This is an optimization exercise on Yosys and OpenROAD, whose aim is small area, a short achievable clock period and few clock cycles per item, not a production implementation.

==> flow/design.v <==
module seq_multiplier #(parameter N = 32) (
    input  logic clk, rst_n, start,
    input  logic [N-1:0] a, b,
    output logic [(2*N)-1:0] prod,
    output logic ready
);
    logic [63:0] r;
    logic [31:0] mcand;
    logic [2:0]  top;        
    logic [2:0]  cnt;        
    logic        busy;
    logic        one0, two0, neg0, one1, two1, neg1;
    logic [3:0] nda, ndb;    
    logic [3:0] tna, tnb;    
    logic       tla, tlb;    
    always_comb begin
        nda = '0; ndb = '0;
        tna = '0; tnb = '0;
        tla = 1'b0; tlb = 1'b0;
        for (int i = 0; i < 8; i++) begin
            if (|a[i*4 +: 4]) begin
                nda = 4'(i + 1);
                tna = a[i*4 +: 4];
                tla = (i == 0) ? 1'b0 : a[i*4 - 1];
            end
            if (|b[i*4 +: 4]) begin
                ndb = 4'(i + 1);
                tnb = b[i*4 +: 4];
                tlb = (i == 0) ? 1'b0 : b[i*4 - 1];
            end
        end
    end
    logic        swap;
    logic [3:0]  nd;
    logic [3:0]  tn;
    logic        tl;
    logic [31:0] ld_mcand, ld_mpl;
    assign swap     = ndb > nda;
    assign nd       = swap ? nda : ndb;
    assign tn       = swap ? tna : tnb;
    assign tl       = swap ? tla : tlb;
    assign ld_mcand = swap ? b : a;
    assign ld_mpl   = swap ? a : b;
    logic [3:0] en;
    logic       el;
    logic [5:0] enc;
    assign en  = start ? tn : nn;
    assign el  = start ? tl : nl;
    assign enc = {en[2] ^ en[1],
                  (en[3] & ~en[2] & ~en[1]) | (~en[3] & en[2] & en[1]),
                  en[3],
                  en[0] ^ el,
                  (en[1] & ~en[0] & ~el) | (~en[1] & en[0] & el),
                  en[1]};
    logic [3:0] nn;
    logic       nl;
    always_comb begin
        nn = '0;
        nl = 1'b0;
        for (int i = 1; i < 8; i++)
            if (top == 3'(i)) begin
                nn = r[28 + 4*i +: 4];
                nl = r[27 + 4*i];
            end
        if (cnt == 3'd1) nl = 1'b0;
    end
    logic [33:0] row0, row1;
    always_comb begin
        for (int k = 0; k < 33; k++) begin
            row0[k] = ((one0 & (k < 32 ? mcand[k] : 1'b0)) |
                       (two0 & (k > 0 ? mcand[k-1] : 1'b0))) ^ neg0;
            row1[k] = ((one1 & (k < 32 ? mcand[k] : 1'b0)) |
                       (two1 & (k > 0 ? mcand[k-1] : 1'b0))) ^ neg1;
        end
        row0[33] = neg0;
        row1[33] = neg1;
    end
    logic [37:0] u0, u1, u2, cs_s, cs_c;
    assign u0 = {{4{neg0}}, row0};
    assign u1 = {{2{neg1}}, row1, 1'b0, neg0};
    assign u2 = {2'b0, r[31:0], 1'b0, neg1, 2'b0};
    assign cs_s = u0 ^ u1 ^ u2;
    assign cs_c = ((u0 & u1) | (u0 & u2) | (u1 & u2)) << 1;
    logic [37:0] w;
    assign w = cs_s + cs_c;
    logic [31:0] hm;
    always_comb begin
        hm = r[63:32];
        for (int i = 0; i < 8; i++)
            if (top == 3'(i)) hm[4*i +: 4] = 4'b0;
    end
    logic [27:0] up, up_inc, up_dec, up_nxt;
    assign up     = hm[27:0];
    assign up_inc = up + 1'b1;
    assign up_dec = up - 1'b1;
    assign up_nxt = (w[37:36] == 2'b01) ? up_inc :
                    (w[37]            ) ? up_dec : up;
    always_ff @(posedge clk or negedge rst_n) begin
        if (!rst_n) begin
            busy  <= 1'b0;
            ready <= 1'b0;
        end else if (start) begin
            busy  <= nd != 0;
            ready <= nd == 0;
        end else if (busy && cnt == 0) begin
            busy  <= 1'b0;
            ready <= 1'b1;
        end
    end
    always_ff @(posedge clk) begin
        if (start) begin
            mcand <= ld_mcand;
            r     <= {ld_mpl, ld_mcand & {32{tn[3]}}};
            top   <= 3'(nd - 1'b1);
            cnt   <= 3'(nd - 1'b1);
            {one1, two1, neg1, one0, two0, neg0} <= enc;
        end else if (busy) begin
            r     <= {up_nxt, w[35:0]};
            cnt   <= cnt - 1'b1;
            {one1, two1, neg1, one0, two0, neg0} <= enc;
        end
    end
    assign prod = r;
endmodule
Settings: LEC_CHECK=0, CAP_MARGIN=20, CORE_MARGIN=2, CORE_UTILIZATION=40, SLEW_MARGIN=20; clock period 4.5 ns.
run.sh (not shown) runs the stock make flow with config.mk's settings and CLKGATE_MAP_FILE= SYNTH_SCRIPT=/design/flow/synth_recipe.tcl, a recipe that flattens the netlist after the stock synthesis.
The starting point completed, yet does not pass: setup timing.
Rerun with:
==> flow/flow/run.sh (new file) <==
#!/bin/bash
# The standard layout, with the port buffers made of the smallest buffer
# cell instead of the default delay buffer.
set -euo pipefail
export BUFFER_PORTS_ARGS="-buffer_cell sky130_fd_sc_hd__buf_1"
bash standard.sh > standard_flow.log 2>&1
==> flow/standard.sh (new file) <==
#!/bin/bash
# synth_recipe.tcl (not shown) runs the flow's synth.tcl, then flattens the netlist and writes it again
# the make line also repeats each setting of config.mk as NAME=value (left out here)
make -C /OpenROAD-flow-scripts/flow DESIGN_CONFIG=/design/flow/config.mk WORK_HOME=/design/flow/orfs CLKGATE_MAP_FILE= SYNTH_SCRIPT=/design/flow/synth_recipe.tcl "${@:-finish}"
GPL_TIMING_DRIVEN = 0   (was default)
removed: flow/run.sh
What happened: The new run completed, yet does not pass: setup timing; setup slack gets worse by 0.16 ns; synthesized area does not change; cell count falls by 6.4%; via count falls by 2.3%; non-clock buffer count falls by 134; die area stays the same.
Function was not checked in any run of this note: the RTL went through the layout flow alone.

## afterwards: timing with drivers on the ports
Ports are ideal in the flow. The routed layouts listed here were re-timed in OpenROAD.
Step 1 sets driving cells, clkbuf_16 on the clock port and buf_2 on the other inputs (assumed; they add their load-dependent delay and slew).
Step 2, shift: input delay + t, output delay - t, t = (earliest + latest rising clock arrival at the registers) / 2. This alone moves slack from input paths to output paths.
Slacks: ideal ports / drivers / drivers and shift; pairs: ideal ports / drivers.
run | t (ns) | setup WS [ns] | slew at the worst register clock pin (ns) | worst data-port slew with drivers (ns)
the first run | 0.407 | -0.082 / -0.082 / -0.217 | 0.09 / 0.09 | 0.05
the second run | 0.427 | -0.247 / -0.247 / -0.307 | 0.08 / 0.08 | 0.07
The setup slack of the first run, which loses most, moves by 0.000 ns with the drivers and by -0.135 ns with both steps.
